This is an optimization exercise on Yosys and OpenROAD, whose aim is small area and a short achievable clock period, not a production implementation.
No run shown here included a check of the RTL's function; only the layout flow was run.
Power is estimated from default activity; no workload was simulated.

### design.v
module multiplier_logic (
    input  wire        clk,
    input  wire        rst_n,
    input  wire [15:0] a,
    input  wire [15:0] b,
    output reg  [31:0] y
);
  reg r1_a0;
  reg r1_a1;
  reg r1_a2;
  reg r1_a3;
  reg r1_a4;
  reg r1_a5;
  reg r1_a6;
  reg r1_a7;
  reg r1_a8;
  reg r1_a9;
  reg r1_a10;
  reg r1_a11;
  reg r1_a12;
  reg r1_a13;
  reg r1_a14;
  reg r1_a15;
  reg r1_b15;
  reg r1_one1;
  reg r1_two2;
  reg r1_neg3;
  reg r1_one4;
  reg r1_two5;
  reg r1_neg6;
  reg r1_one7;
  reg r1_two8;
  reg r1_neg9;
  reg r1_one10;
  reg r1_two11;
  reg r1_neg12;
  reg r1_one13;
  reg r1_two14;
  reg r1_neg15;
  reg r1_one16;
  reg r1_two17;
  reg r1_neg18;
  reg r1_one19;
  reg r1_two20;
  reg r1_neg21;
  reg r1_one22;
  reg r1_two23;
  reg r1_neg24;
  reg r2_s193;
  reg r2_s195;
  reg r2_s199;
  reg r2_c200;
  reg r2_s201;
  reg r2_p63;
  reg r2_s203;
  reg r2_c202;
  reg r2_c204;
  reg r2_s205;
  reg r2_s207;
  reg r2_s209;
  reg r2_c210;
  reg r2_s213;
  reg r2_c214;
  reg r2_s219;
  reg r2_c218;
  reg r2_s221;
  reg r2_c220;
  reg r2_s223;
  reg r2_s227;
  reg r2_c224;
  reg r2_s229;
  reg r2_s233;
  reg r2_c230;
  reg r2_s235;
  reg r2_c236;
  reg r2_s241;
  reg r2_s243;
  reg r2_s245;
  reg r2_s247;
  reg r2_c242;
  reg r2_c244;
  reg r2_s249;
  reg r2_s253;
  reg r2_s255;
  reg r2_c250;
  reg r2_s257;
  reg r2_s261;
  reg r2_c258;
  reg r2_s263;
  reg r2_s265;
  reg r2_s269;
  reg r2_s271;
  reg r2_c264;
  reg r2_c266;
  reg r2_s273;
  reg r2_s279;
  reg r2_c274;
  reg r2_s281;
  reg r2_s283;
  reg r2_c282;
  reg r2_c284;
  reg r2_s291;
  reg r2_s293;
  reg r2_s297;
  reg r2_c292;
  reg r2_c294;
  reg r2_s299;
  reg r2_s301;
  reg r2_c300;
  reg r2_c302;
  reg r2_s307;
  reg r2_s309;
  reg r2_s311;
  reg r2_s313;
  reg r2_c308;
  reg r2_c310;
  reg r2_s315;
  reg r2_s317;
  reg r2_s319;
  reg r2_c316;
  reg r2_s321;
  reg r2_s325;
  reg r2_c322;
  reg r2_s327;
  reg r2_s331;
  reg r2_c328;
  reg r2_s333;
  reg r2_c332;
  reg r2_s335;
  reg r2_c334;
  reg r2_s337;
  reg r2_s339;
  reg r2_c338;
  reg r2_s341;
  reg r2_c342;
  reg r2_s345;
  reg r2_c346;
  reg r2_s349;
  reg r2_c348;
  reg r2_s351;
  reg r2_c350;
  reg r2_c352;
  reg r2_s353;
  reg r2_s355;
  reg r3_r2_s193;
  reg r3_r2_s195;
  reg r3_r2_s199;
  reg r3_s357;
  reg r3_s361;
  reg r3_s365;
  reg r3_c366;
  reg r3_s367;
  reg r3_r2_c210;
  reg r3_r2_s213;
  reg r3_c368;
  reg r3_r2_c214;
  reg r3_r2_s219;
  reg r3_r2_s223;
  reg r3_s369;
  reg r3_c370;
  reg r3_s371;
  reg r3_c372;
  reg r3_s373;
  reg r3_c374;
  reg r3_s375;
  reg r3_s377;
  reg r3_s379;
  reg r3_c380;
  reg r3_s383;
  reg r3_c384;
  reg r3_s387;
  reg r3_s393;
  reg r3_c392;
  reg r3_s397;
  reg r3_c394;
  reg r3_c398;
  reg r3_s401;
  reg r3_s407;
  reg r3_c406;
  reg r3_s411;
  reg r3_c408;
  reg r3_s417;
  reg r3_c416;
  reg r3_s421;
  reg r3_c418;
  reg r3_s425;
  reg r3_c424;
  reg r3_s427;
  reg r3_c426;
  reg r3_s431;
  reg r3_s435;
  reg r3_s437;
  reg r3_c436;
  reg r3_s439;
  reg r3_s441;
  reg r3_c440;
  reg r3_s443;
  reg r3_r2_s355;
  reg r3_c444;
  wire one1 = b[0] ^ 1'b0;
  wire two2 = (b[1] & ~b[0] & ~1'b0) | (~b[1] & b[0] & 1'b0);
  wire neg3 = b[1];
  wire one4 = b[2] ^ b[1];
  wire two5 = (b[3] & ~b[2] & ~b[1]) | (~b[3] & b[2] & b[1]);
  wire neg6 = b[3];
  wire one7 = b[4] ^ b[3];
  wire two8 = (b[5] & ~b[4] & ~b[3]) | (~b[5] & b[4] & b[3]);
  wire neg9 = b[5];
  wire one10 = b[6] ^ b[5];
  wire two11 = (b[7] & ~b[6] & ~b[5]) | (~b[7] & b[6] & b[5]);
  wire neg12 = b[7];
  wire one13 = b[8] ^ b[7];
  wire two14 = (b[9] & ~b[8] & ~b[7]) | (~b[9] & b[8] & b[7]);
  wire neg15 = b[9];
  wire one16 = b[10] ^ b[9];
  wire two17 = (b[11] & ~b[10] & ~b[9]) | (~b[11] & b[10] & b[9]);
  wire neg18 = b[11];
  wire one19 = b[12] ^ b[11];
  wire two20 = (b[13] & ~b[12] & ~b[11]) | (~b[13] & b[12] & b[11]);
  wire neg21 = b[13];
  wire one22 = b[14] ^ b[13];
  wire two23 = (b[15] & ~b[14] & ~b[13]) | (~b[15] & b[14] & b[13]);
  wire neg24 = b[15];
  wire p25 = ((r1_one1 & r1_a0) | (r1_two2 & 1'b0)) ^ r1_neg3;
  wire p26 = ((r1_one1 & r1_a1) | (r1_two2 & r1_a0)) ^ r1_neg3;
  wire p27 = ((r1_one1 & r1_a2) | (r1_two2 & r1_a1)) ^ r1_neg3;
  wire p28 = ((r1_one1 & r1_a3) | (r1_two2 & r1_a2)) ^ r1_neg3;
  wire p29 = ((r1_one1 & r1_a4) | (r1_two2 & r1_a3)) ^ r1_neg3;
  wire p30 = ((r1_one1 & r1_a5) | (r1_two2 & r1_a4)) ^ r1_neg3;
  wire p31 = ((r1_one1 & r1_a6) | (r1_two2 & r1_a5)) ^ r1_neg3;
  wire p32 = ((r1_one1 & r1_a7) | (r1_two2 & r1_a6)) ^ r1_neg3;
  wire p33 = ((r1_one1 & r1_a8) | (r1_two2 & r1_a7)) ^ r1_neg3;
  wire p34 = ((r1_one1 & r1_a9) | (r1_two2 & r1_a8)) ^ r1_neg3;
  wire p35 = ((r1_one1 & r1_a10) | (r1_two2 & r1_a9)) ^ r1_neg3;
  wire p36 = ((r1_one1 & r1_a11) | (r1_two2 & r1_a10)) ^ r1_neg3;
  wire p37 = ((r1_one1 & r1_a12) | (r1_two2 & r1_a11)) ^ r1_neg3;
  wire p38 = ((r1_one1 & r1_a13) | (r1_two2 & r1_a12)) ^ r1_neg3;
  wire p39 = ((r1_one1 & r1_a14) | (r1_two2 & r1_a13)) ^ r1_neg3;
  wire p40 = ((r1_one1 & r1_a15) | (r1_two2 & r1_a14)) ^ r1_neg3;
  wire p41 = ((r1_one1 & 1'b0) | (r1_two2 & r1_a15)) ^ r1_neg3;
  wire ns42 = ~r1_neg3;
  wire ng43 = r1_neg3;
  wire p44 = ((r1_one4 & r1_a0) | (r1_two5 & 1'b0)) ^ r1_neg6;
  wire p45 = ((r1_one4 & r1_a1) | (r1_two5 & r1_a0)) ^ r1_neg6;
  wire p46 = ((r1_one4 & r1_a2) | (r1_two5 & r1_a1)) ^ r1_neg6;
  wire p47 = ((r1_one4 & r1_a3) | (r1_two5 & r1_a2)) ^ r1_neg6;
  wire p48 = ((r1_one4 & r1_a4) | (r1_two5 & r1_a3)) ^ r1_neg6;
  wire p49 = ((r1_one4 & r1_a5) | (r1_two5 & r1_a4)) ^ r1_neg6;
  wire p50 = ((r1_one4 & r1_a6) | (r1_two5 & r1_a5)) ^ r1_neg6;
  wire p51 = ((r1_one4 & r1_a7) | (r1_two5 & r1_a6)) ^ r1_neg6;
  wire p52 = ((r1_one4 & r1_a8) | (r1_two5 & r1_a7)) ^ r1_neg6;
  wire p53 = ((r1_one4 & r1_a9) | (r1_two5 & r1_a8)) ^ r1_neg6;
  wire p54 = ((r1_one4 & r1_a10) | (r1_two5 & r1_a9)) ^ r1_neg6;
  wire p55 = ((r1_one4 & r1_a11) | (r1_two5 & r1_a10)) ^ r1_neg6;
  wire p56 = ((r1_one4 & r1_a12) | (r1_two5 & r1_a11)) ^ r1_neg6;
  wire p57 = ((r1_one4 & r1_a13) | (r1_two5 & r1_a12)) ^ r1_neg6;
  wire p58 = ((r1_one4 & r1_a14) | (r1_two5 & r1_a13)) ^ r1_neg6;
  wire p59 = ((r1_one4 & r1_a15) | (r1_two5 & r1_a14)) ^ r1_neg6;
  wire p60 = ((r1_one4 & 1'b0) | (r1_two5 & r1_a15)) ^ r1_neg6;
  wire ns61 = ~r1_neg6;
  wire ng62 = r1_neg6;
  wire p63 = ((r1_one7 & r1_a0) | (r1_two8 & 1'b0)) ^ r1_neg9;
  wire p64 = ((r1_one7 & r1_a1) | (r1_two8 & r1_a0)) ^ r1_neg9;
  wire p65 = ((r1_one7 & r1_a2) | (r1_two8 & r1_a1)) ^ r1_neg9;
  wire p66 = ((r1_one7 & r1_a3) | (r1_two8 & r1_a2)) ^ r1_neg9;
  wire p67 = ((r1_one7 & r1_a4) | (r1_two8 & r1_a3)) ^ r1_neg9;
  wire p68 = ((r1_one7 & r1_a5) | (r1_two8 & r1_a4)) ^ r1_neg9;
  wire p69 = ((r1_one7 & r1_a6) | (r1_two8 & r1_a5)) ^ r1_neg9;
  wire p70 = ((r1_one7 & r1_a7) | (r1_two8 & r1_a6)) ^ r1_neg9;
  wire p71 = ((r1_one7 & r1_a8) | (r1_two8 & r1_a7)) ^ r1_neg9;
  wire p72 = ((r1_one7 & r1_a9) | (r1_two8 & r1_a8)) ^ r1_neg9;
  wire p73 = ((r1_one7 & r1_a10) | (r1_two8 & r1_a9)) ^ r1_neg9;
  wire p74 = ((r1_one7 & r1_a11) | (r1_two8 & r1_a10)) ^ r1_neg9;
  wire p75 = ((r1_one7 & r1_a12) | (r1_two8 & r1_a11)) ^ r1_neg9;
  wire p76 = ((r1_one7 & r1_a13) | (r1_two8 & r1_a12)) ^ r1_neg9;
  wire p77 = ((r1_one7 & r1_a14) | (r1_two8 & r1_a13)) ^ r1_neg9;
  wire p78 = ((r1_one7 & r1_a15) | (r1_two8 & r1_a14)) ^ r1_neg9;
  wire p79 = ((r1_one7 & 1'b0) | (r1_two8 & r1_a15)) ^ r1_neg9;
  wire ns80 = ~r1_neg9;
  wire ng81 = r1_neg9;
  wire p82 = ((r1_one10 & r1_a0) | (r1_two11 & 1'b0)) ^ r1_neg12;
  wire p83 = ((r1_one10 & r1_a1) | (r1_two11 & r1_a0)) ^ r1_neg12;
  wire p84 = ((r1_one10 & r1_a2) | (r1_two11 & r1_a1)) ^ r1_neg12;
  wire p85 = ((r1_one10 & r1_a3) | (r1_two11 & r1_a2)) ^ r1_neg12;
  wire p86 = ((r1_one10 & r1_a4) | (r1_two11 & r1_a3)) ^ r1_neg12;
  wire p87 = ((r1_one10 & r1_a5) | (r1_two11 & r1_a4)) ^ r1_neg12;
  wire p88 = ((r1_one10 & r1_a6) | (r1_two11 & r1_a5)) ^ r1_neg12;
  wire p89 = ((r1_one10 & r1_a7) | (r1_two11 & r1_a6)) ^ r1_neg12;
  wire p90 = ((r1_one10 & r1_a8) | (r1_two11 & r1_a7)) ^ r1_neg12;
  wire p91 = ((r1_one10 & r1_a9) | (r1_two11 & r1_a8)) ^ r1_neg12;
  wire p92 = ((r1_one10 & r1_a10) | (r1_two11 & r1_a9)) ^ r1_neg12;
  wire p93 = ((r1_one10 & r1_a11) | (r1_two11 & r1_a10)) ^ r1_neg12;
  wire p94 = ((r1_one10 & r1_a12) | (r1_two11 & r1_a11)) ^ r1_neg12;
  wire p95 = ((r1_one10 & r1_a13) | (r1_two11 & r1_a12)) ^ r1_neg12;
  wire p96 = ((r1_one10 & r1_a14) | (r1_two11 & r1_a13)) ^ r1_neg12;
  wire p97 = ((r1_one10 & r1_a15) | (r1_two11 & r1_a14)) ^ r1_neg12;
  wire p98 = ((r1_one10 & 1'b0) | (r1_two11 & r1_a15)) ^ r1_neg12;
  wire ns99 = ~r1_neg12;
  wire ng100 = r1_neg12;
  wire p101 = ((r1_one13 & r1_a0) | (r1_two14 & 1'b0)) ^ r1_neg15;
  wire p102 = ((r1_one13 & r1_a1) | (r1_two14 & r1_a0)) ^ r1_neg15;
  wire p103 = ((r1_one13 & r1_a2) | (r1_two14 & r1_a1)) ^ r1_neg15;
  wire p104 = ((r1_one13 & r1_a3) | (r1_two14 & r1_a2)) ^ r1_neg15;
  wire p105 = ((r1_one13 & r1_a4) | (r1_two14 & r1_a3)) ^ r1_neg15;
  wire p106 = ((r1_one13 & r1_a5) | (r1_two14 & r1_a4)) ^ r1_neg15;
  wire p107 = ((r1_one13 & r1_a6) | (r1_two14 & r1_a5)) ^ r1_neg15;
  wire p108 = ((r1_one13 & r1_a7) | (r1_two14 & r1_a6)) ^ r1_neg15;
  wire p109 = ((r1_one13 & r1_a8) | (r1_two14 & r1_a7)) ^ r1_neg15;
  wire p110 = ((r1_one13 & r1_a9) | (r1_two14 & r1_a8)) ^ r1_neg15;
  wire p111 = ((r1_one13 & r1_a10) | (r1_two14 & r1_a9)) ^ r1_neg15;
  wire p112 = ((r1_one13 & r1_a11) | (r1_two14 & r1_a10)) ^ r1_neg15;
  wire p113 = ((r1_one13 & r1_a12) | (r1_two14 & r1_a11)) ^ r1_neg15;
  wire p114 = ((r1_one13 & r1_a13) | (r1_two14 & r1_a12)) ^ r1_neg15;
  wire p115 = ((r1_one13 & r1_a14) | (r1_two14 & r1_a13)) ^ r1_neg15;
  wire p116 = ((r1_one13 & r1_a15) | (r1_two14 & r1_a14)) ^ r1_neg15;
  wire p117 = ((r1_one13 & 1'b0) | (r1_two14 & r1_a15)) ^ r1_neg15;
  wire ns118 = ~r1_neg15;
  wire ng119 = r1_neg15;
  wire p120 = ((r1_one16 & r1_a0) | (r1_two17 & 1'b0)) ^ r1_neg18;
  wire p121 = ((r1_one16 & r1_a1) | (r1_two17 & r1_a0)) ^ r1_neg18;
  wire p122 = ((r1_one16 & r1_a2) | (r1_two17 & r1_a1)) ^ r1_neg18;
  wire p123 = ((r1_one16 & r1_a3) | (r1_two17 & r1_a2)) ^ r1_neg18;
  wire p124 = ((r1_one16 & r1_a4) | (r1_two17 & r1_a3)) ^ r1_neg18;
  wire p125 = ((r1_one16 & r1_a5) | (r1_two17 & r1_a4)) ^ r1_neg18;
  wire p126 = ((r1_one16 & r1_a6) | (r1_two17 & r1_a5)) ^ r1_neg18;
  wire p127 = ((r1_one16 & r1_a7) | (r1_two17 & r1_a6)) ^ r1_neg18;
  wire p128 = ((r1_one16 & r1_a8) | (r1_two17 & r1_a7)) ^ r1_neg18;
  wire p129 = ((r1_one16 & r1_a9) | (r1_two17 & r1_a8)) ^ r1_neg18;
  wire p130 = ((r1_one16 & r1_a10) | (r1_two17 & r1_a9)) ^ r1_neg18;
  wire p131 = ((r1_one16 & r1_a11) | (r1_two17 & r1_a10)) ^ r1_neg18;
  wire p132 = ((r1_one16 & r1_a12) | (r1_two17 & r1_a11)) ^ r1_neg18;
  wire p133 = ((r1_one16 & r1_a13) | (r1_two17 & r1_a12)) ^ r1_neg18;
  wire p134 = ((r1_one16 & r1_a14) | (r1_two17 & r1_a13)) ^ r1_neg18;
  wire p135 = ((r1_one16 & r1_a15) | (r1_two17 & r1_a14)) ^ r1_neg18;
  wire p136 = ((r1_one16 & 1'b0) | (r1_two17 & r1_a15)) ^ r1_neg18;
  wire ns137 = ~r1_neg18;
  wire ng138 = r1_neg18;
  wire p139 = ((r1_one19 & r1_a0) | (r1_two20 & 1'b0)) ^ r1_neg21;
  wire p140 = ((r1_one19 & r1_a1) | (r1_two20 & r1_a0)) ^ r1_neg21;
  wire p141 = ((r1_one19 & r1_a2) | (r1_two20 & r1_a1)) ^ r1_neg21;
  wire p142 = ((r1_one19 & r1_a3) | (r1_two20 & r1_a2)) ^ r1_neg21;
  wire p143 = ((r1_one19 & r1_a4) | (r1_two20 & r1_a3)) ^ r1_neg21;
  wire p144 = ((r1_one19 & r1_a5) | (r1_two20 & r1_a4)) ^ r1_neg21;
  wire p145 = ((r1_one19 & r1_a6) | (r1_two20 & r1_a5)) ^ r1_neg21;
  wire p146 = ((r1_one19 & r1_a7) | (r1_two20 & r1_a6)) ^ r1_neg21;
  wire p147 = ((r1_one19 & r1_a8) | (r1_two20 & r1_a7)) ^ r1_neg21;
  wire p148 = ((r1_one19 & r1_a9) | (r1_two20 & r1_a8)) ^ r1_neg21;
  wire p149 = ((r1_one19 & r1_a10) | (r1_two20 & r1_a9)) ^ r1_neg21;
  wire p150 = ((r1_one19 & r1_a11) | (r1_two20 & r1_a10)) ^ r1_neg21;
  wire p151 = ((r1_one19 & r1_a12) | (r1_two20 & r1_a11)) ^ r1_neg21;
  wire p152 = ((r1_one19 & r1_a13) | (r1_two20 & r1_a12)) ^ r1_neg21;
  wire p153 = ((r1_one19 & r1_a14) | (r1_two20 & r1_a13)) ^ r1_neg21;
  wire p154 = ((r1_one19 & r1_a15) | (r1_two20 & r1_a14)) ^ r1_neg21;
  wire p155 = ((r1_one19 & 1'b0) | (r1_two20 & r1_a15)) ^ r1_neg21;
  wire ns156 = ~r1_neg21;
  wire ng157 = r1_neg21;
  wire p158 = ((r1_one22 & r1_a0) | (r1_two23 & 1'b0)) ^ r1_neg24;
  wire p159 = ((r1_one22 & r1_a1) | (r1_two23 & r1_a0)) ^ r1_neg24;
  wire p160 = ((r1_one22 & r1_a2) | (r1_two23 & r1_a1)) ^ r1_neg24;
  wire p161 = ((r1_one22 & r1_a3) | (r1_two23 & r1_a2)) ^ r1_neg24;
  wire p162 = ((r1_one22 & r1_a4) | (r1_two23 & r1_a3)) ^ r1_neg24;
  wire p163 = ((r1_one22 & r1_a5) | (r1_two23 & r1_a4)) ^ r1_neg24;
  wire p164 = ((r1_one22 & r1_a6) | (r1_two23 & r1_a5)) ^ r1_neg24;
  wire p165 = ((r1_one22 & r1_a7) | (r1_two23 & r1_a6)) ^ r1_neg24;
  wire p166 = ((r1_one22 & r1_a8) | (r1_two23 & r1_a7)) ^ r1_neg24;
  wire p167 = ((r1_one22 & r1_a9) | (r1_two23 & r1_a8)) ^ r1_neg24;
  wire p168 = ((r1_one22 & r1_a10) | (r1_two23 & r1_a9)) ^ r1_neg24;
  wire p169 = ((r1_one22 & r1_a11) | (r1_two23 & r1_a10)) ^ r1_neg24;
  wire p170 = ((r1_one22 & r1_a12) | (r1_two23 & r1_a11)) ^ r1_neg24;
  wire p171 = ((r1_one22 & r1_a13) | (r1_two23 & r1_a12)) ^ r1_neg24;
  wire p172 = ((r1_one22 & r1_a14) | (r1_two23 & r1_a13)) ^ r1_neg24;
  wire p173 = ((r1_one22 & r1_a15) | (r1_two23 & r1_a14)) ^ r1_neg24;
  wire p174 = ((r1_one22 & 1'b0) | (r1_two23 & r1_a15)) ^ r1_neg24;
  wire ns175 = ~r1_neg24;
  wire ng176 = r1_neg24;
  wire p177 = r1_a0 & r1_b15;
  wire p178 = r1_a1 & r1_b15;
  wire p179 = r1_a2 & r1_b15;
  wire p180 = r1_a3 & r1_b15;
  wire p181 = r1_a4 & r1_b15;
  wire p182 = r1_a5 & r1_b15;
  wire p183 = r1_a6 & r1_b15;
  wire p184 = r1_a7 & r1_b15;
  wire p185 = r1_a8 & r1_b15;
  wire p186 = r1_a9 & r1_b15;
  wire p187 = r1_a10 & r1_b15;
  wire p188 = r1_a11 & r1_b15;
  wire p189 = r1_a12 & r1_b15;
  wire p190 = r1_a13 & r1_b15;
  wire p191 = r1_a14 & r1_b15;
  wire p192 = r1_a15 & r1_b15;
  wire s193 = ng43 ^ p25;
  wire c194 = ng43 & p25;
  wire s195 = p26 ^ c194;
  wire c196 = p26 & c194;
  wire s197, c198;
  mult_fa u_s197 (.x(ng62), .y(p27), .z(p44), .s(s197), .c(c198));
  wire s199 = c196 ^ s197;
  wire c200 = c196 & s197;
  wire s201, c202;
  mult_fa u_s201 (.x(p28), .y(p45), .z(c198), .s(s201), .c(c202));
  wire s203, c204;
  mult_fa u_s203 (.x(ng81), .y(p29), .z(p46), .s(s203), .c(c204));
  wire s205, c206;
  mult_fa u_s205 (.x(p30), .y(p47), .z(p64), .s(s205), .c(c206));
  wire s207, c208;
  mult_fa u_s207 (.x(ng100), .y(p31), .z(p48), .s(s207), .c(c208));
  wire s209, c210;
  mult_fa u_s209 (.x(p65), .y(p82), .z(c206), .s(s209), .c(c210));
  wire s211, c212;
  mult_fa u_s211 (.x(p32), .y(p49), .z(p66), .s(s211), .c(c212));
  wire s213, c214;
  mult_fa u_s213 (.x(p83), .y(c208), .z(s211), .s(s213), .c(c214));
  wire s215, c216;
  mult_fa u_s215 (.x(ng119), .y(p101), .z(p33), .s(s215), .c(c216));
  wire s217, c218;
  mult_fa u_s217 (.x(p50), .y(p67), .z(p84), .s(s217), .c(c218));
  wire s219, c220;
  mult_fa u_s219 (.x(c212), .y(s215), .z(s217), .s(s219), .c(c220));
  wire s221, c222;
  mult_fa u_s221 (.x(p102), .y(p34), .z(p51), .s(s221), .c(c222));
  wire s223, c224;
  mult_fa u_s223 (.x(p68), .y(p85), .z(c216), .s(s223), .c(c224));
  wire s225, c226;
  mult_fa u_s225 (.x(ng138), .y(p103), .z(p120), .s(s225), .c(c226));
  wire s227, c228;
  mult_fa u_s227 (.x(p35), .y(p52), .z(p69), .s(s227), .c(c228));
  wire s229, c230;
  mult_fa u_s229 (.x(p86), .y(c222), .z(s225), .s(s229), .c(c230));
  wire s231, c232;
  mult_fa u_s231 (.x(p104), .y(p121), .z(p36), .s(s231), .c(c232));
  wire s233, c234;
  mult_fa u_s233 (.x(p53), .y(p70), .z(p87), .s(s233), .c(c234));
  wire s235, c236;
  mult_fa u_s235 (.x(c226), .y(c228), .z(s231), .s(s235), .c(c236));
  wire s237, c238;
  mult_fa u_s237 (.x(ng157), .y(p105), .z(p122), .s(s237), .c(c238));
  wire s239, c240;
  mult_fa u_s239 (.x(p139), .y(p37), .z(p54), .s(s239), .c(c240));
  wire s241, c242;
  mult_fa u_s241 (.x(p71), .y(p88), .z(c232), .s(s241), .c(c242));
  wire s243, c244;
  mult_fa u_s243 (.x(c234), .y(s237), .z(s239), .s(s243), .c(c244));
  wire s245, c246;
  mult_fa u_s245 (.x(p106), .y(p123), .z(p140), .s(s245), .c(c246));
  wire s247, c248;
  mult_fa u_s247 (.x(p38), .y(p55), .z(p72), .s(s247), .c(c248));
  wire s249, c250;
  mult_fa u_s249 (.x(p89), .y(c238), .z(c240), .s(s249), .c(c250));
  wire s251, c252;
  mult_fa u_s251 (.x(ng176), .y(p107), .z(p124), .s(s251), .c(c252));
  wire s253, c254;
  mult_fa u_s253 (.x(p141), .y(p158), .z(p39), .s(s253), .c(c254));
  wire s255, c256;
  mult_fa u_s255 (.x(p56), .y(p73), .z(p90), .s(s255), .c(c256));
  wire s257, c258;
  mult_fa u_s257 (.x(c246), .y(c248), .z(s251), .s(s257), .c(c258));
  wire s259, c260;
  mult_fa u_s259 (.x(p108), .y(p125), .z(p142), .s(s259), .c(c260));
  wire s261, c262;
  mult_fa u_s261 (.x(p159), .y(p40), .z(p57), .s(s261), .c(c262));
  wire s263, c264;
  mult_fa u_s263 (.x(p74), .y(p91), .z(c252), .s(s263), .c(c264));
  wire s265, c266;
  mult_fa u_s265 (.x(c254), .y(c256), .z(s259), .s(s265), .c(c266));
  wire s267, c268;
  mult_fa u_s267 (.x(p177), .y(p109), .z(p126), .s(s267), .c(c268));
  wire s269, c270;
  mult_fa u_s269 (.x(p143), .y(p160), .z(p41), .s(s269), .c(c270));
  wire s271, c272;
  mult_fa u_s271 (.x(p58), .y(p75), .z(p92), .s(s271), .c(c272));
  wire s273, c274;
  mult_fa u_s273 (.x(c260), .y(c262), .z(s267), .s(s273), .c(c274));
  wire s275, c276;
  mult_fa u_s275 (.x(1'b1), .y(ns42), .z(p178), .s(s275), .c(c276));
  wire s277, c278;
  mult_fa u_s277 (.x(p110), .y(p127), .z(p144), .s(s277), .c(c278));
  wire s279, c280;
  mult_fa u_s279 (.x(p161), .y(p59), .z(p76), .s(s279), .c(c280));
  wire s281, c282;
  mult_fa u_s281 (.x(p93), .y(s275), .z(c268), .s(s281), .c(c282));
  wire s283, c284;
  mult_fa u_s283 (.x(c270), .y(c272), .z(s277), .s(s283), .c(c284));
  wire s285, c286;
  mult_fa u_s285 (.x(1'b1), .y(p179), .z(p111), .s(s285), .c(c286));
  wire s287, c288;
  mult_fa u_s287 (.x(p128), .y(p145), .z(p162), .s(s287), .c(c288));
  wire s289, c290;
  mult_fa u_s289 (.x(p60), .y(p77), .z(p94), .s(s289), .c(c290));
  wire s291, c292;
  mult_fa u_s291 (.x(c276), .y(c278), .z(c280), .s(s291), .c(c292));
  wire s293, c294;
  mult_fa u_s293 (.x(s285), .y(s287), .z(s289), .s(s293), .c(c294));
  wire s295, c296;
  mult_fa u_s295 (.x(ns61), .y(p180), .z(p112), .s(s295), .c(c296));
  wire s297, c298;
  mult_fa u_s297 (.x(p129), .y(p146), .z(p163), .s(s297), .c(c298));
  wire s299, c300;
  mult_fa u_s299 (.x(p78), .y(p95), .z(c286), .s(s299), .c(c300));
  wire s301, c302;
  mult_fa u_s301 (.x(c288), .y(c290), .z(s295), .s(s301), .c(c302));
  wire s303, c304;
  mult_fa u_s303 (.x(1'b1), .y(p181), .z(p113), .s(s303), .c(c304));
  wire s305, c306;
  mult_fa u_s305 (.x(p130), .y(p147), .z(p164), .s(s305), .c(c306));
  wire s307, c308;
  mult_fa u_s307 (.x(p79), .y(p96), .z(c296), .s(s307), .c(c308));
  wire s309, c310;
  mult_fa u_s309 (.x(c298), .y(s303), .z(s305), .s(s309), .c(c310));
  wire s311, c312;
  mult_fa u_s311 (.x(ns80), .y(p182), .z(p114), .s(s311), .c(c312));
  wire s313, c314;
  mult_fa u_s313 (.x(p131), .y(p148), .z(p165), .s(s313), .c(c314));
  wire s315, c316;
  mult_fa u_s315 (.x(p97), .y(c304), .z(c306), .s(s315), .c(c316));
  wire s317, c318;
  mult_fa u_s317 (.x(1'b1), .y(p183), .z(p115), .s(s317), .c(c318));
  wire s319, c320;
  mult_fa u_s319 (.x(p132), .y(p149), .z(p166), .s(s319), .c(c320));
  wire s321, c322;
  mult_fa u_s321 (.x(p98), .y(c312), .z(c314), .s(s321), .c(c322));
  wire s323, c324;
  mult_fa u_s323 (.x(ns99), .y(p184), .z(p116), .s(s323), .c(c324));
  wire s325, c326;
  mult_fa u_s325 (.x(p133), .y(p150), .z(p167), .s(s325), .c(c326));
  wire s327, c328;
  mult_fa u_s327 (.x(c318), .y(c320), .z(s323), .s(s327), .c(c328));
  wire s329, c330;
  mult_fa u_s329 (.x(1'b1), .y(p185), .z(p117), .s(s329), .c(c330));
  wire s331, c332;
  mult_fa u_s331 (.x(p134), .y(p151), .z(p168), .s(s331), .c(c332));
  wire s333, c334;
  mult_fa u_s333 (.x(c324), .y(c326), .z(s329), .s(s333), .c(c334));
  wire s335, c336;
  mult_fa u_s335 (.x(ns118), .y(p186), .z(p135), .s(s335), .c(c336));
  wire s337, c338;
  mult_fa u_s337 (.x(p152), .y(p169), .z(c330), .s(s337), .c(c338));
  wire s339, c340;
  mult_fa u_s339 (.x(1'b1), .y(p187), .z(p136), .s(s339), .c(c340));
  wire s341, c342;
  mult_fa u_s341 (.x(p153), .y(p170), .z(c336), .s(s341), .c(c342));
  wire s343, c344;
  mult_fa u_s343 (.x(ns137), .y(p188), .z(p154), .s(s343), .c(c344));
  wire s345, c346;
  mult_fa u_s345 (.x(p171), .y(c340), .z(s343), .s(s345), .c(c346));
  wire s347, c348;
  mult_fa u_s347 (.x(1'b1), .y(p189), .z(p155), .s(s347), .c(c348));
  wire s349, c350;
  mult_fa u_s349 (.x(p172), .y(c344), .z(s347), .s(s349), .c(c350));
  wire s351, c352;
  mult_fa u_s351 (.x(ns156), .y(p190), .z(p173), .s(s351), .c(c352));
  wire s353, c354;
  mult_fa u_s353 (.x(1'b1), .y(p191), .z(p174), .s(s353), .c(c354));
  wire s355, c356;
  mult_fa u_s355 (.x(ns175), .y(p192), .z(c354), .s(s355), .c(c356));
  wire s357 = r2_c200 ^ r2_s201;
  wire c358 = r2_c200 & r2_s201;
  wire s359, c360;
  mult_fa u_s359 (.x(r2_c202), .y(r2_p63), .z(r2_s203), .s(s359), .c(c360));
  wire s361 = c358 ^ s359;
  wire c362 = c358 & s359;
  wire s363, c364;
  mult_fa u_s363 (.x(r2_c204), .y(r2_s205), .z(c360), .s(s363), .c(c364));
  wire s365 = c362 ^ s363;
  wire c366 = c362 & s363;
  wire s367, c368;
  mult_fa u_s367 (.x(r2_s207), .y(r2_s209), .z(c364), .s(s367), .c(c368));
  wire s369, c370;
  mult_fa u_s369 (.x(r2_c218), .y(r2_c220), .z(r2_s221), .s(s369), .c(c370));
  wire s371, c372;
  mult_fa u_s371 (.x(r2_c224), .y(r2_s227), .z(r2_s229), .s(s371), .c(c372));
  wire s373, c374;
  mult_fa u_s373 (.x(r2_c230), .y(r2_s233), .z(r2_s235), .s(s373), .c(c374));
  wire s375, c376;
  mult_fa u_s375 (.x(r2_c236), .y(r2_s241), .z(r2_s243), .s(s375), .c(c376));
  wire s377, c378;
  mult_fa u_s377 (.x(r2_c242), .y(r2_c244), .z(r2_s245), .s(s377), .c(c378));
  wire s379, c380;
  mult_fa u_s379 (.x(r2_s247), .y(r2_s249), .z(c376), .s(s379), .c(c380));
  wire s381, c382;
  mult_fa u_s381 (.x(r2_c250), .y(r2_s253), .z(r2_s255), .s(s381), .c(c382));
  wire s383, c384;
  mult_fa u_s383 (.x(r2_s257), .y(c378), .z(s381), .s(s383), .c(c384));
  wire s385, c386;
  mult_fa u_s385 (.x(r2_c258), .y(r2_s261), .z(r2_s263), .s(s385), .c(c386));
  wire s387, c388;
  mult_fa u_s387 (.x(r2_s265), .y(c382), .z(s385), .s(s387), .c(c388));
  wire s389, c390;
  mult_fa u_s389 (.x(r2_c264), .y(r2_c266), .z(r2_s269), .s(s389), .c(c390));
  wire s391, c392;
  mult_fa u_s391 (.x(r2_s271), .y(r2_s273), .z(c386), .s(s391), .c(c392));
  wire s393, c394;
  mult_fa u_s393 (.x(s389), .y(c388), .z(s391), .s(s393), .c(c394));
  wire s395, c396;
  mult_fa u_s395 (.x(r2_c274), .y(r2_s279), .z(r2_s281), .s(s395), .c(c396));
  wire s397, c398;
  mult_fa u_s397 (.x(r2_s283), .y(c390), .z(s395), .s(s397), .c(c398));
  wire s399, c400;
  mult_fa u_s399 (.x(r2_c282), .y(r2_c284), .z(r2_s291), .s(s399), .c(c400));
  wire s401, c402;
  mult_fa u_s401 (.x(r2_s293), .y(c396), .z(s399), .s(s401), .c(c402));
  wire s403, c404;
  mult_fa u_s403 (.x(r2_c292), .y(r2_c294), .z(r2_s297), .s(s403), .c(c404));
  wire s405, c406;
  mult_fa u_s405 (.x(r2_s299), .y(r2_s301), .z(c400), .s(s405), .c(c406));
  wire s407, c408;
  mult_fa u_s407 (.x(s403), .y(c402), .z(s405), .s(s407), .c(c408));
  wire s409, c410;
  mult_fa u_s409 (.x(r2_c300), .y(r2_c302), .z(r2_s307), .s(s409), .c(c410));
  wire s411, c412;
  mult_fa u_s411 (.x(r2_s309), .y(c404), .z(s409), .s(s411), .c(c412));
  wire s413, c414;
  mult_fa u_s413 (.x(r2_c308), .y(r2_c310), .z(r2_s311), .s(s413), .c(c414));
  wire s415, c416;
  mult_fa u_s415 (.x(r2_s313), .y(r2_s315), .z(c410), .s(s415), .c(c416));
  wire s417, c418;
  mult_fa u_s417 (.x(s413), .y(c412), .z(s415), .s(s417), .c(c418));
  wire s419, c420;
  mult_fa u_s419 (.x(r2_c316), .y(r2_s317), .z(r2_s319), .s(s419), .c(c420));
  wire s421, c422;
  mult_fa u_s421 (.x(r2_s321), .y(c414), .z(s419), .s(s421), .c(c422));
  wire s423, c424;
  mult_fa u_s423 (.x(r2_c322), .y(r2_s325), .z(r2_s327), .s(s423), .c(c424));
  wire s425, c426;
  mult_fa u_s425 (.x(c420), .y(s423), .z(c422), .s(s425), .c(c426));
  wire s427, c428;
  mult_fa u_s427 (.x(r2_c328), .y(r2_s331), .z(r2_s333), .s(s427), .c(c428));
  wire s429, c430;
  mult_fa u_s429 (.x(r2_c332), .y(r2_c334), .z(r2_s335), .s(s429), .c(c430));
  wire s431, c432;
  mult_fa u_s431 (.x(r2_s337), .y(c428), .z(s429), .s(s431), .c(c432));
  wire s433, c434;
  mult_fa u_s433 (.x(r2_c338), .y(r2_s339), .z(r2_s341), .s(s433), .c(c434));
  wire s435, c436;
  mult_fa u_s435 (.x(c430), .y(s433), .z(c432), .s(s435), .c(c436));
  wire s437, c438;
  mult_fa u_s437 (.x(r2_c342), .y(r2_s345), .z(c434), .s(s437), .c(c438));
  wire s439, c440;
  mult_fa u_s439 (.x(r2_c346), .y(r2_s349), .z(c438), .s(s439), .c(c440));
  wire s441, c442;
  mult_fa u_s441 (.x(r2_c348), .y(r2_c350), .z(r2_s351), .s(s441), .c(c442));
  wire s443, c444;
  mult_fa u_s443 (.x(r2_c352), .y(r2_s353), .z(c442), .s(s443), .c(c444));
  wire s445 = r3_c368 ^ r3_r2_c210;
  wire c446 = r3_c368 & r3_r2_c210;
  wire s447 = r3_r2_c214 ^ r3_r2_s219;
  wire c448 = r3_r2_c214 & r3_r2_s219;
  wire s449 = r3_r2_s223 ^ r3_s369;
  wire c450 = r3_r2_s223 & r3_s369;
  wire s451 = r3_c370 ^ r3_s371;
  wire c452 = r3_c370 & r3_s371;
  wire s453 = r3_c372 ^ r3_s373;
  wire c454 = r3_c372 & r3_s373;
  wire s455 = r3_c374 ^ r3_s375;
  wire c456 = r3_c374 & r3_s375;
  wire s457 = r3_s377 ^ r3_s379;
  wire c458 = r3_s377 & r3_s379;
  wire s459 = r3_c380 ^ r3_s383;
  wire c460 = r3_c380 & r3_s383;
  wire s461 = r3_c384 ^ r3_s387;
  wire c462 = r3_c384 & r3_s387;
  wire s463 = r3_c392 ^ r3_c394;
  wire c464 = r3_c392 & r3_c394;
  wire s465 = r3_c398 ^ r3_s401;
  wire c466 = r3_c398 & r3_s401;
  wire s467 = r3_c406 ^ r3_c408;
  wire c468 = r3_c406 & r3_c408;
  wire s469 = r3_c416 ^ r3_c418;
  wire c470 = r3_c416 & r3_c418;
  wire s471 = r3_c424 ^ r3_c426;
  wire c472 = r3_c424 & r3_c426;
  wire [31:0] ra = {r3_c444, r3_s443, r3_c440, r3_s439, r3_c436, r3_s435, r3_s431, r3_s427, r3_s425, r3_s421, r3_s417, r3_s411, r3_s407, c464, r3_s397, r3_s393, c460, c458, c456, c454, c452, c450, c448, c446, r3_r2_s213, r3_c366, r3_s365, r3_s361, r3_s357, r3_r2_s199, r3_r2_s195, r3_r2_s193};
  wire [31:0] rb = {r3_r2_s355, 1'b0, r3_s441, 1'b0, r3_s437, 1'b0, c472, s471, c470, s469, c468, s467, c466, s465, s463, c462, s461, s459, s457, s455, s453, s451, s449, s447, s445, r3_s367, 1'b0, 1'b0, 1'b0, 1'b0, 1'b0, 1'b0};
  wire [20:0] plo = ra[19:0] + rb[19:0];
  reg [20:0] r4_plo;
  reg [11:0] r4_ha, r4_hb;
  always @(posedge clk) begin r4_plo <= plo; r4_ha <= ra[31:20]; r4_hb <= rb[31:20]; end
  wire [12:0] phs = {r4_ha, r4_plo[20]} + {r4_hb, r4_plo[20]};
  wire [11:0] phi = phs[12:1];
  wire [31:0] prod = {phi, r4_plo[19:0]};
  always @(posedge clk) begin
    r1_a0 <= a[0];
    r1_a1 <= a[1];
    r1_a2 <= a[2];
    r1_a3 <= a[3];
    r1_a4 <= a[4];
    r1_a5 <= a[5];
    r1_a6 <= a[6];
    r1_a7 <= a[7];
    r1_a8 <= a[8];
    r1_a9 <= a[9];
    r1_a10 <= a[10];
    r1_a11 <= a[11];
    r1_a12 <= a[12];
    r1_a13 <= a[13];
    r1_a14 <= a[14];
    r1_a15 <= a[15];
    r1_b15 <= b[15];
    r1_one1 <= one1;
    r1_two2 <= two2;
    r1_neg3 <= neg3;
    r1_one4 <= one4;
    r1_two5 <= two5;
    r1_neg6 <= neg6;
    r1_one7 <= one7;
    r1_two8 <= two8;
    r1_neg9 <= neg9;
    r1_one10 <= one10;
    r1_two11 <= two11;
    r1_neg12 <= neg12;
    r1_one13 <= one13;
    r1_two14 <= two14;
    r1_neg15 <= neg15;
    r1_one16 <= one16;
    r1_two17 <= two17;
    r1_neg18 <= neg18;
    r1_one19 <= one19;
    r1_two20 <= two20;
    r1_neg21 <= neg21;
    r1_one22 <= one22;
    r1_two23 <= two23;
    r1_neg24 <= neg24;
    r2_s193 <= s193;
    r2_s195 <= s195;
    r2_s199 <= s199;
    r2_c200 <= c200;
    r2_s201 <= s201;
    r2_p63 <= p63;
    r2_s203 <= s203;
    r2_c202 <= c202;
    r2_c204 <= c204;
    r2_s205 <= s205;
    r2_s207 <= s207;
    r2_s209 <= s209;
    r2_c210 <= c210;
    r2_s213 <= s213;
    r2_c214 <= c214;
    r2_s219 <= s219;
    r2_c218 <= c218;
    r2_s221 <= s221;
    r2_c220 <= c220;
    r2_s223 <= s223;
    r2_s227 <= s227;
    r2_c224 <= c224;
    r2_s229 <= s229;
    r2_s233 <= s233;
    r2_c230 <= c230;
    r2_s235 <= s235;
    r2_c236 <= c236;
    r2_s241 <= s241;
    r2_s243 <= s243;
    r2_s245 <= s245;
    r2_s247 <= s247;
    r2_c242 <= c242;
    r2_c244 <= c244;
    r2_s249 <= s249;
    r2_s253 <= s253;
    r2_s255 <= s255;
    r2_c250 <= c250;
    r2_s257 <= s257;
    r2_s261 <= s261;
    r2_c258 <= c258;
    r2_s263 <= s263;
    r2_s265 <= s265;
    r2_s269 <= s269;
    r2_s271 <= s271;
    r2_c264 <= c264;
    r2_c266 <= c266;
    r2_s273 <= s273;
    r2_s279 <= s279;
    r2_c274 <= c274;
    r2_s281 <= s281;
    r2_s283 <= s283;
    r2_c282 <= c282;
    r2_c284 <= c284;
    r2_s291 <= s291;
    r2_s293 <= s293;
    r2_s297 <= s297;
    r2_c292 <= c292;
    r2_c294 <= c294;
    r2_s299 <= s299;
    r2_s301 <= s301;
    r2_c300 <= c300;
    r2_c302 <= c302;
    r2_s307 <= s307;
    r2_s309 <= s309;
    r2_s311 <= s311;
    r2_s313 <= s313;
    r2_c308 <= c308;
    r2_c310 <= c310;
    r2_s315 <= s315;
    r2_s317 <= s317;
    r2_s319 <= s319;
    r2_c316 <= c316;
    r2_s321 <= s321;
    r2_s325 <= s325;
    r2_c322 <= c322;
    r2_s327 <= s327;
    r2_s331 <= s331;
    r2_c328 <= c328;
    r2_s333 <= s333;
    r2_c332 <= c332;
    r2_s335 <= s335;
    r2_c334 <= c334;
    r2_s337 <= s337;
    r2_s339 <= s339;
    r2_c338 <= c338;
    r2_s341 <= s341;
    r2_c342 <= c342;
    r2_s345 <= s345;
    r2_c346 <= c346;
    r2_s349 <= s349;
    r2_c348 <= c348;
    r2_s351 <= s351;
    r2_c350 <= c350;
    r2_c352 <= c352;
    r2_s353 <= s353;
    r2_s355 <= s355;
    r3_r2_s193 <= r2_s193;
    r3_r2_s195 <= r2_s195;
    r3_r2_s199 <= r2_s199;
    r3_s357 <= s357;
    r3_s361 <= s361;
    r3_s365 <= s365;
    r3_c366 <= c366;
    r3_s367 <= s367;
    r3_r2_c210 <= r2_c210;
    r3_r2_s213 <= r2_s213;
    r3_c368 <= c368;
    r3_r2_c214 <= r2_c214;
    r3_r2_s219 <= r2_s219;
    r3_r2_s223 <= r2_s223;
    r3_s369 <= s369;
    r3_c370 <= c370;
    r3_s371 <= s371;
    r3_c372 <= c372;
    r3_s373 <= s373;
    r3_c374 <= c374;
    r3_s375 <= s375;
    r3_s377 <= s377;
    r3_s379 <= s379;
    r3_c380 <= c380;
    r3_s383 <= s383;
    r3_c384 <= c384;
    r3_s387 <= s387;
    r3_s393 <= s393;
    r3_c392 <= c392;
    r3_s397 <= s397;
    r3_c394 <= c394;
    r3_c398 <= c398;
    r3_s401 <= s401;
    r3_s407 <= s407;
    r3_c406 <= c406;
    r3_s411 <= s411;
    r3_c408 <= c408;
    r3_s417 <= s417;
    r3_c416 <= c416;
    r3_s421 <= s421;
    r3_c418 <= c418;
    r3_s425 <= s425;
    r3_c424 <= c424;
    r3_s427 <= s427;
    r3_c426 <= c426;
    r3_s431 <= s431;
    r3_s435 <= s435;
    r3_s437 <= s437;
    r3_c436 <= c436;
    r3_s439 <= s439;
    r3_s441 <= s441;
    r3_c440 <= c440;
    r3_s443 <= s443;
    r3_r2_s355 <= r2_s355;
    r3_c444 <= c444;
  end
  reg [3:0] v;
  always @(posedge clk) begin
    if (!rst_n) begin
      v <= 4'd0;
      y <= 32'd0;
    end else begin
      v <= {v[2:0], 1'b1};
      y <= v[3] ? prod : 32'd0;
    end
  end
endmodule
module mult_fa (input wire x, input wire y, input wire z, output wire s, output wire c);
  assign s = x ^ y ^ z;
  assign c = (x & y) | (x & z) | (y & z);
endmodule
### constraint.sdc
create_clock -name core_clock -period 4.5 [get_ports {clk}]
set_input_delay 0.9000 -clock core_clock [delete_from_list [all_inputs] [get_ports {clk}]]
set_output_delay 0.9000 -clock core_clock [all_outputs]
set_load 0.01 [all_outputs]
### run.sh
#!/bin/bash
# synth_recipe.tcl (not shown) runs the flow's synth.tcl, then flattens the netlist and writes it again
# the make line also repeats each setting of config.mk as NAME=value (left out here)
make -C /OpenROAD-flow-scripts/flow DESIGN_CONFIG=/design/flow/config.mk WORK_HOME=/design/flow/orfs CLKGATE_MAP_FILE= SYNTH_SCRIPT=/design/flow/synth_recipe.tcl finish
### config.mk
export PLATFORM = sky130hd
export DESIGN_NAME = multiplier_logic
export DESIGN_NICKNAME = multiplier_logic
export VERILOG_FILES = /design/flow/design.v
export SDC_FILE = /design/flow/constraint.sdc
export NUM_CORES = 4
export LEC_CHECK = 0
export CAP_MARGIN = 20
export CORE_MARGIN = 2
export CORE_UTILIZATION = 40
export CTS_CLUSTER_DIAMETER = 60
export CTS_CLUSTER_SIZE = 50
export SETUP_SLACK_MARGIN = 2.55
export SLEW_MARGIN = 20
export SYNTH_HIERARCHICAL = 1
export SYNTH_MINIMUM_KEEP_SIZE = 0
==> flow_metrics.env, run 1 <==
export IMPL_run_status="no timing/DRC/antenna violations"
export IMPL_power_static_leakage_nw=5.72
export IMPL_cts_tree="built"
export IMPL_post_route_core_utilization_pct=48.3
export IMPL_post_synth_inst_count=1016
export IMPL_drt_vias_per_instance=5.10
export IMPL_slew_headroom_pct=57.2
export IMPL_multi_input_area_mm2=0.00699
export IMPL_hold_worst_slack_ps=329
export IMPL_post_dp_cell_area_mm2=0.0133
export IMPL_clock_buffers_created_by_tritoncts=20
export IMPL_min_period_ps=2010
export IMPL_ys_warnings=7
export IMPL_drt_pass1_iterations=5
export IMPL_cts_hold_buffers=0
export IMPL_power_density_mw_per_mm2=683
export IMPL_final_cell_count_no_fill=1473
export IMPL_place_detailed_instances=1399
export IMPL_wire_per_inst_um=18.0
export IMPL_cts_reportedPaths_clkPinSlew_ps=100
export IMPL_crit_path_start_kind="flip-flop"
export IMPL_starting_density_pct=40.4
export IMPL_total_number_of_placement_rows=64
export IMPL_residual_overflow_from_global_routing=0
export IMPL_cts_sinks=269
export IMPL_die_h_um=179
export IMPL_synthToLayoutAreaGrowth_pct=19.5
export IMPL_gp_routability_congestion=0.837
export IMPL_final_area_mm2=0.0147
export IMPL_yosys_cell_types_count=55
export IMPL_starting_drc_count_in_detailed_routing=481
export IMPL_design_power_total_mw=10.0
export IMPL_boundaryPins=66
export IMPL_root_buffer="clkbuf_16"
export IMPL_layout_filler_cells=2731
export IMPL_max_slew_worst_pin_slew_ps=641
export IMPL_finalHoldViolations=0
export IMPL_arrival_ps=2420
export IMPL_sequential_share_of_the_synthesized_area_pct=43.8
export IMPL_synth_enable_flop_cells=0
export IMPL_worst_path_max_fanout=9
export IMPL_wire_length_of_the_first_global_routing_pass_mm=42.2
export IMPL_worstHoldStart="r2_s199$_DFF_P_"
export IMPL_period_utilization_post_route_pct=44.6
export IMPL_clock_path_buffers=3
export IMPL_pre_cts_slack_ps=1930
export IMPL_area_of_all_sequential_standard_cells_mm2=0.00553
export IMPL_detailedPlacementHpwl_mm=17.4
export IMPL_groute_usage_overall_pct=16.7
export IMPL_post_route_cells_drive_above_1_share_pct=20.8
export IMPL_power_ir_vdd_worst_mv=0.321
export IMPL_clock_skew_final_ps=25.5
export IMPL_setup_viol_count_final=0
export IMPL_ant_nets=0
export IMPL_grt_setup_unrepaired="yes"
export IMPL_timing_setup_tns_ps=0
export IMPL_holdCritPathClass="reg2reg"
export IMPL_maximum_level_of_the_cts_h_tree=1
export IMPL_totalWireLength_mm=26.5
export IMPL_final_max_slew_violation_count=0
export IMPL_antenna_violations_before_repair=0
export IMPL_synth_cell_area_mm2=0.0123
export IMPL_achievable_frequency_ghz=0.499
export IMPL_first_global_vias=7694
export IMPL_critPathKind="reg2reg"
export IMPL_ys_seq_elements=269
export IMPL_start_point_of_the_critical_path="r1_a7$_DFF_P_"
export IMPL_cp_data_required_time_ps=4910
export IMPL_fp_dieW_um=179
export IMPL_worstSkewPairLatency_ps=530
export IMPL_io_buffers=65
export IMPL_cap_viol_max_count=0
export IMPL_design_core_area_mm2=0.0304
export IMPL_layout_nets=1260
export IMPL_fin_ws_ps=2490
export IMPL_die_area_mm2=0.0322
export IMPL_post_route_drc_count=0
export IMPL_rr_startpoint="r1_a7$_DFF_P_"
export IMPL_synthArstFlopShare_pct=0
export IMPL_pin_count_of_the_biggest_net_entering_global_routing=30
export IMPL_leading_register_cell_type_out_of_synthesis="dfxtp_1"
export IMPL_vias=7509
export IMPL_antenna_cells_inserted=0
export IMPL_synth_area_per_cell_um2=12.1
export IMPL_end_kind="flip-flop"
[repair_timing]
action / CTS / global route
pin swaps: 6 / 14
setup endpoints to repair: 126 / 43
resized for setup: 231 / 36
endpoints found under the hold margin: 0 / 0
buffers inserted: 16 / 22
[path summary, 6_finish.rpt]
| path | to | slack (ps) | cells past startpoint |
|---|---|---|---|
| worst max-delay path | r2_s273$_DFF_P_ | 2490 | 5 |
| worst min-delay path | r3_r2_s199$_DFF_P_ | 330 | 0 |
| worst max register to register | r2_s273$_DFF_P_ | 2490 | 5 |
| worst min register to register | r3_r2_s199$_DFF_P_ | 330 | 0 |
[layout make-up]
class	instances	area share (%)
multi-input cells	653	47.5
flip-flops and latches	269	37.6
repair buffers	109	5.84
clock buffers	21	3.57
well taps	396	3.37
clock inverters	15	1.87
inverters	10	0.255
[state kept, by name, indices dropped and copies added (netlist names), 4 cells and up]
signal  count
r4_ha      12
r4_hb       9
r4_plo     21
v           4
y          32
[routing by layer]
layer	up-vias	part of all wire [%]	global-route usage [%]
met5	-	0	0
met4	0	2.1	5.07
met3	49	7.0	3.40
met2	285	44	25.4
met1	3640	47	24.0
li1	3535	-	-
[modules after synthesis (local to each module, per instance)]
| module | times used | cell area [um2] |
|---|---|---|
| multiplier_logic | 1 | 9900 |
| mult_fa | 120 | 20.0 |
[cells by family after synthesis]
family	count (synthesis)	synth area share (%)
adders and majority gates	163	24.0
and+or+nand+nor	130	5.98
buffers and inverters	101	3.31
xor gates and xnor gates	157	11.2
other	1	0.0305
DFF	269	43.8
muxes	1	0.0813
AOI/OAI and AO/OA	194	11.6
[cell usage in the layout, fill, tap and decap left out, types with 13 or more instances in the layout]
| cell type | Yosys | final |
|---|---|---|
| a22oi_2 | 0 | 27 |
| fa_1 | 122 | 120 |
| nand2_1 | 24 | 23 |
| ha_1 | 41 | 27 |
| clkdlybuf4s50_1 | 0 | 33 |
| a21oi_1 | 17 | 15 |
| dfxtp_1 | 269 | 228 |
| dfxtp_4 | 0 | 38 |
| a22oi_1 | 122 | 95 |
| clkbuf_16 | 0 | 21 |
| buf_4 | 0 | 37 |
| nor2_1 | 13 | 13 |
| and2_1 | 20 | 21 |
| xnor2_1 | 142 | 139 |
| xor2_1 | 15 | 15 |
| buf_2 | 17 | 32 |
| and3_1 | 27 | 25 |
[critical path, stage by stage, from the launching register on]
cell and delay, ps:
dfxtp_4 460, buf_6 200, a22oi_2 90, xnor2_2 160, fa_1 570, fa_1 420
[synthesized netlist by cell type, types with 3 or more instances]
| library cell | instances | area, um2 |
|---|---|---|
| ha_1 | 41 | 513 |
| and2_1 | 20 | 125 |
| o21ai_0 | 14 | 70.1 |
| a21oi_1 | 17 | 85.1 |
| a21o_1 | 7 | 52.6 |
| a211oi_1 | 5 | 37.5 |
| a22oi_1 | 122 | 916 |
| nand3b_1 | 7 | 52.6 |
| or3_1 | 3 | 18.8 |
| nand3_1 | 4 | 20.0 |
| and3_1 | 27 | 169 |
| xor2_1 | 15 | 131 |
| nand2b_1 | 8 | 50.1 |
| buf_2 | 17 | 85.1 |
| clkbuf_1 | 72 | 270 |
| dfxtp_1 | 269 | 5390 |
| nand4_1 | 3 | 18.8 |
| nor2b_1 | 3 | 18.8 |
| inv_1 | 10 | 37.5 |
| fa_1 | 122 | 2440 |
| nand2_1 | 24 | 90.1 |
| xnor2_1 | 142 | 1240 |
| a2111oi_0 | 4 | 35.0 |
| nor3_1 | 8 | 40.0 |
| nor2_1 | 13 | 48.8 |
| a31oi_1 | 3 | 18.8 |
| o211ai_1 | 3 | 22.5 |
[report_power, final]
part | switching, mW | internal, mW
clock | 1.00 | 1.06
sequential | 0.499 | 3.26
combinational | 2.12 | 2.11
total | 3.62 | 6.42
==> run 2, diff against run 1 <==
--- a/config.mk
+++ b/config.mk
@@ -11,5 +11,6 @@
 export CTS_CLUSTER_DIAMETER = 60
 export CTS_CLUSTER_SIZE = 50
-export SETUP_SLACK_MARGIN = 2.55
+export PLACE_DENSITY = 0.7
+export SETUP_SLACK_MARGIN = 2.5
 export SLEW_MARGIN = 20
 export SYNTH_HIERARCHICAL = 1
==> run 2 against run 1 <==
Against the previous run: final area is 3.6% lower; sequential share of layout area is 1.5 points higher; area after synthesis stayed put; sequential power hardly changed; worst hold slack worse by 4.9 ps; power is 4.6% lower; critical path depth is 1 lower; clock power is 14% lower; global-route usage is 0.92 points lower; core utilization is 1.7 points lower; still clean; critical path type unchanged; cell count is 2.3% lower; combinational power is 4% lower; highest routed layer unchanged; largest cell class unchanged.
==> flow_metrics.env, run 2 <==
export IMPL_starting_drc_count_in_detailed_routing=550
export IMPL_io_buffers=65
export IMPL_residual_overflow_from_global_routing=0
export IMPL_ys_top_cells_by_area="dfxtp_1 (44%), fa_1 (20%), xnor2_1 (10%), a22oi_1 (7.4%), ha_1 (4.2%)"
export IMPL_setup_viol_count_final=0
export IMPL_power_density_mw_per_mm2=676
export IMPL_biggest_regs="y x32, r4_plo x21, r4_ha x12"
export IMPL_clock_buffers_created_by_tritoncts=17
export IMPL_die_area_mm2=0.0322
export IMPL_pin_count_of_the_biggest_net_entering_global_routing=37
export IMPL_cts_sinks=269
export IMPL_drt_pass1_iterations=6
export IMPL_crit_path_start_kind="flip-flop"
export IMPL_timing_setup_tns_ps=0
export IMPL_gp_routability_congestion=0.862
export IMPL_holdCritPathClass="reg2reg"
export IMPL_post_synth_inst_count=1016
export IMPL_cts_tree="built"
export IMPL_total_number_of_placement_rows=64
export IMPL_critPathKind="reg2reg"
export IMPL_synth_top_cell_by_area="dfxtp_1"
export IMPL_synth_enable_flop_cells=0
export IMPL_clock_path_buffers=3
export IMPL_root_buffer="clkbuf_16"
export IMPL_antenna_violations_before_repair=0
export IMPL_cts_reportedPaths_clkPinSlew_ps=100
export IMPL_run_status="no timing/DRC/antenna violations"
export IMPL_design_core_area_mm2=0.0304
export IMPL_synth_cells_most_frequent="dfxtp_1 (269), xnor2_1 (142), a22oi_1 (122), fa_1 (122), clkbuf_1 (72)"
export IMPL_post_route_cells_drive_above_1_share_pct=14.9
export IMPL_sequential_share_of_the_synthesized_area_pct=43.8
export IMPL_power_static_leakage_nw=5.46
export IMPL_boundaryPins=66
export IMPL_ys_warnings=7
export IMPL_layout_filler_cells=2745
export IMPL_synth_area_per_cell_um2=12.1
export IMPL_ys_seq_elements=269
export IMPL_worstSkewPairLatency_ps=510
export IMPL_finalHoldViolations=0
export IMPL_synthArstFlopShare_pct=0
export IMPL_yosys_cell_types_count=55
export IMPL_fp_dieW_um=179
export IMPL_totalWireLength_mm=25.3
export IMPL_wire_length_of_the_first_global_routing_pass_mm=40.1
export IMPL_post_route_core_utilization_pct=46.6
export IMPL_multi_input_area_mm2=0.00679
export IMPL_end_kind="flip-flop"
export IMPL_ant_nets=0
export IMPL_grt_setup_unrepaired="yes"
export IMPL_layout_commonest_cell="dfxtp_1"
export IMPL_power_ir_vdd_worst_mv=0.335
export IMPL_first_global_vias=7586
export IMPL_largest_reg_flops=32
export IMPL_area_of_all_sequential_standard_cells_mm2=0.00554
export IMPL_synth_most_common_cell="dfxtp_1"
export IMPL_wire_per_inst_um=17.6
export IMPL_cap_viol_max_count=0
export IMPL_most_frequent_cells_in_the_layout="dfxtp_1 (225), xnor2_1 (142), fa_1 (119)"
export IMPL_synthDominantCellAreaShare_pct=43.8
export IMPL_fin_ws_ps=2520
export IMPL_top_register="y"
export IMPL_min_period_ps=1980
export IMPL_clock_skew_final_ps=25.2
export IMPL_final_max_slew_violation_count=0
export IMPL_layout_nets=1229
export IMPL_drt_vias_per_instance=5.12
export IMPL_arrival_ps=2360
export IMPL_cp_data_required_time_ps=4890
export IMPL_pre_cts_slack_ps=1850
export IMPL_die_h_um=179
export IMPL_post_route_drc_count=0
export IMPL_synth_cell_area_mm2=0.0123
export IMPL_synthToLayoutAreaGrowth_pct=15.2
export IMPL_achievable_frequency_ghz=0.505
export IMPL_groute_usage_overall_pct=15.8
export IMPL_antenna_cells_inserted=0
export IMPL_worst_path_max_fanout=17
export IMPL_design_power_total_mw=9.58
export IMPL_period_utilization_post_route_pct=44.0
export IMPL_leading_register_cell_type_out_of_synthesis="dfxtp_1"
export IMPL_vias=7366
export IMPL_detailedPlacementHpwl_mm=17.0
export IMPL_maximum_level_of_the_cts_h_tree=1
export IMPL_starting_density_pct=40.4
run 2: metal layers:
layer | GRT usage (%) | part of all wire (%) | routed length, um | up-vias
met5 | 0 | 0 | 0 | -
met4 | 4.64 | 1.4 | 346 | 0
met3 | 3.16 | 7.0 | 1770 | 24
met2 | 25.1 | 46 | 11600 | 263
met1 | 21.9 | 46 | 11500 | 3617
li1 | - | - | - | 3462
run 2: path summary, 6_finish.rpt:
path	start	end	slack, ps	cells past startpoint
worst max-delay path	r1_a14$_DFF_P_	r2_s293$_DFF_P_	2520	4
worst min-delay path	r2_s199$_DFF_P_	r3_r2_s199$_DFF_P_	320	0
worst max register to register	r1_a14$_DFF_P_	r2_s293$_DFF_P_	2520	4
worst min register to register	r2_s199$_DFF_P_	r3_r2_s199$_DFF_P_	320	0
run 2: stage by stage:
step | instance area [um2] | hold slack [ps] | instances
after floorplan | 12500 | 310 | 1023
after global placement | 13100 | 312 | 1397
after detailed placement | 13100 | 312 | 1397
after CTS | 14100 | 331 | 1430
after global routing | 14200 | 332 | 1439
final | 14200 | 324 | 1439
run 2: what timing repair did:
| item | CTS | global route |
|---|---|---|
| pin swaps | 8 | 5 |
| hold buffers | 0 | 0 |
| endpoints found under the setup margin | 113 | 71 |
| resized for setup | 161 | 62 |
| setup buffers | 3 | 9 |
run 2: report_power, final:
group | leakage [nW] | internal [mW] | switching (mW)
clock network | 0.317 | 0.808 | 0.974
logic | 2.87 | 2.01 | 2.05
registers | 2.27 | 3.25 | 0.478
run 2: area by class of cell:
cell class | instances | area share, %
inverter | 10 | 0.265
clock inverter | 13 | 1.76
tap | 396 | 3.49
multi-input combinational | 653 | 47.9
clock buffer | 17 | 3.00
timing repair buffer | 81 | 4.56
sequential | 269 | 39.1
run 2: Yosys stat by module (local to each module, per instance):
module            cells  times used  area (um2)  flops+latches
mult_fa               1         120        20.0              0
multiplier_logic    896           1        9900            269
run 2: kinds of logic (layout without fill, tap and decap cells):
logic type,count (synthesis),count (layout),synth area share (%)
flops,269,269,43.8
compound gates,194,194,11.6
fa+ha+maj,163,163,24.0
xor+xnor,157,157,11.2
simple gates,130,130,5.98
buf+inv,101,121,3.31
other cells,1,8,0.0305
mux,1,1,0.0813
run 2: worst max-delay path, cell delays in order (launching register included):
cell and delay [ps]:
dfxtp_4 520, a22oi_1 150, xnor2_1 170, fa_1 600, fa_1 420
==> run 3, diff against run 2 <==
--- a/config.mk
+++ b/config.mk
@@ -11,5 +11,5 @@
 export CTS_CLUSTER_DIAMETER = 60
 export CTS_CLUSTER_SIZE = 50
-export PLACE_DENSITY = 0.7
+export GPL_ROUTABILITY_DRIVEN = 0
 export SETUP_SLACK_MARGIN = 2.5
 export SLEW_MARGIN = 20
==> run 3 against run 2 <==
Against the previous run: still clean on timing, DRC and antenna; critical path type unchanged; highest routed layer unchanged; non-clock buffer count increased by 15; register-to-register slack got worse by 20 ps; core utilization increased by 1.1 points; combinational power decreased by 2%; worst hold slack improved by 6.3 ps; sequential cell count unchanged; clock power increased by 21%; area after synthesis unchanged; via count increased by 1.3%; global-route usage increased by 0.22 points; sequential share of layout area decreased by 0.96 points.
==> flow_metrics.env, run 3 <==
export IMPL_total_number_of_placement_rows=64
export IMPL_ys_seq_elements=269
export IMPL_leading_register_cell_type_out_of_synthesis="dfxtp_1"
export IMPL_path_buf_inv=1
export IMPL_synth_most_common_cell="dfxtp_1"
export IMPL_layout_commonest_cell="dfxtp_1"
export IMPL_post_route_cells_drive_above_1_share_pct=16.9
export IMPL_die_area_mm2=0.0322
export IMPL_post_route_drc_count=0
export IMPL_sequential_share_of_the_synthesized_area_pct=43.8
export IMPL_final_max_slew_violation_count=0
export IMPL_holdCritPathClass="reg2reg"
export IMPL_run_status="no timing/DRC/antenna violations"
export IMPL_worstReg2RegEnd="r2_s321$_DFF_P_"
export IMPL_setup_viol_count_final=0
export IMPL_achievable_frequency_ghz=0.501
export IMPL_synth_xor_area_share_pct=11.2
export IMPL_yosys_cell_types_count=55
export IMPL_cts_reportedPaths_clkPinSlew_ps=90
export IMPL_ys_warnings=7
export IMPL_synthToLayoutAreaGrowth_pct=17.9
export IMPL_cts_hold_buffers=0
export IMPL_antenna_violations_before_repair=0
export IMPL_ant_nets=0
export IMPL_layout_filler_cells=2772
export IMPL_die_h_um=179
export IMPL_crit_path_start_kind="flip-flop"
export IMPL_finalHoldViolations=0
export IMPL_power_ir_vdd_worst_mv=0.294
export IMPL_whs_path_depth=0
export IMPL_synth_cell_area_mm2=0.0123
export IMPL_synth_area_per_cell_um2=12.1
export IMPL_boundaryPins=66
export IMPL_max_slew_worst_pin_slew_ps=646
export IMPL_synth_mux_area_fraction_pct=0.0813
export IMPL_totalWireLength_mm=26.0
export IMPL_power_density_mw_per_mm2=679
export IMPL_post_synth_inst_count=1016
export IMPL_most_frequent_cells_in_the_layout="dfxtp_1 (228), xnor2_1 (142), fa_1 (121)"
export IMPL_io_buffers=65
export IMPL_critPathSlowestCell="fa_1"
export IMPL_timing_reg2reg_setup_slack_ps=2500
export IMPL_timing_critical_path_mode_cell="fa_1"
export IMPL_synth_enable_flop_cells=0
export IMPL_starting_density_pct=40.4
export IMPL_logic_depth_of_the_worst_register_to_register_path=5
export IMPL_largest_reg_flops=32
export IMPL_drt_vias_per_instance=5.09
export IMPL_clock_buffers_created_by_tritoncts=22
export IMPL_fp_dieW_um=179
export IMPL_arrival_ps=2400
export IMPL_synth_cells_most_frequent="dfxtp_1 (269), xnor2_1 (142), a22oi_1 (122), fa_1 (122), clkbuf_1 (72)"
export IMPL_ys_top_cells_by_area="dfxtp_1 (44%), fa_1 (20%), xnor2_1 (10%), a22oi_1 (7.4%), ha_1 (4.2%)"
export IMPL_cp_cell_sequence="buf_6, a22oi_1, xnor2_1, fa_1, fa_1"
export IMPL_cts_tree="built"
export IMPL_synth_top_family_by_area="adder cells"
export IMPL_clock_skew_final_ps=16.6
export IMPL_critical_path_max_stage_delay_ps=500
export IMPL_residual_overflow_from_global_routing=0
export IMPL_worstSkewPairLatency_ps=530
export IMPL_synth_top_cell_by_area="dfxtp_1"
export IMPL_rr_startpoint="r1_a8$_DFF_P_"
export IMPL_detailedPlacementHpwl_mm=16.9
export IMPL_vias=7459
export IMPL_synthDominantCellAreaShare_pct=43.8
export IMPL_design_core_area_mm2=0.0304
export IMPL_top_register="y"
export IMPL_maximum_level_of_the_cts_h_tree=1
export IMPL_cts_sinks=269
export IMPL_critPathKind="reg2reg"
export IMPL_groute_usage_overall_pct=16.0
## run 3: cell counts after synthesis
Identical to the previous run, type by type.
## run 3: kinds of logic (layout without fill, tap and decap cells)
logic type	after synthesis	after routing
DFF	269	269
AOI/OAI and AO/OA	194	194
adders and majority gates	163	163
xor gates and xnor gates	157	157
and+or+nand+nor	130	130
buffers and inverters	101	146
other	1	8
muxes	1	1
## run 3: worst max path at each step
| stage | cells after the start | startpoint | slack (ps) | end |
|---|---|---|---|---|
| 2_1_floorplan | 6 | r1_one1$_DFF_P_ | 2460 | r2_s219$_DFF_P_ |
| 3_5_place_dp | 5 | rst_n | 1950 | y[27]$_SDFF_PN0_ |
| 6_report | 5 | r1_a8$_DFF_P_ | 2500 | r2_s321$_DFF_P_ |
| 4_1_cts | 4 | r1_two23$_DFF_P_ | 2490 | r2_s293$_DFF_P_ |
| 3_3_place_gp | 5 | rst_n | 1950 | y[29]$_SDFF_PN0_ |
| 5_1_grt | 5 | r1_a8$_DFF_P_ | 2470 | r2_s321$_DFF_P_ |
## run 3: timing repair
item,in CTS,in global routing
pin swaps,3,7
endpoints found under the setup margin,103,64
gates resized for setup,164,59
gates cloned,0,0
setup buffers,2,24
## run 3: metrics by stage
stage	total power [mW]	hold slack, ps	setup slack (ps)	util [%]	area, um2
after floorplan	6.37	310	2460	-	12500
after global placement	7.19	312	1950	43.2	13200
after detailed placement	7.28	312	1950	43.2	13200
after CTS	9.68	329	2490	46.9	14300
after global routing	10.7	335	2470	47.7	14500
final	9.86	330	2500	47.7	14500
## run 3: area by class of cell
type / instances / area (um2) / area share, %
Multi-Input combinational cell: 653 / 6780 / 46.7
Sequential cell: 269 / 5530 / 38.1
Timing Repair Buffer: 96 / 798 / 5.50
Clock buffer: 23 / 576 / 3.97
Tap cell: 396 / 495 / 3.41
Clock inverter: 17 / 298 / 2.05
Inverter: 10 / 37.5 / 0.259
## run 3: routing by layer
layer  global-route usage, %  share of wire (%)  wire, um  vias to the layer above
met2                    25.1                 44     11400                      316
met5                       0                  0         0                        -
met3                    2.76                8.2      2130                       48
met1                    22.9                 46     11900                     3581
met4                    4.37                2.2       584                        0
li1                        -                  -         -                     3514
## run 3: Yosys stat by module (local to each module, per instance)
module            copies in the design  cells  cell area (um2)
mult_fa                            120      1             20.0
multiplier_logic                     1    896             9900
## run 3: report_power, final
group	switching [mW]	internal (mW)
logic	2.00	1.97
registers	0.483	3.26
clock network	1.08	1.06
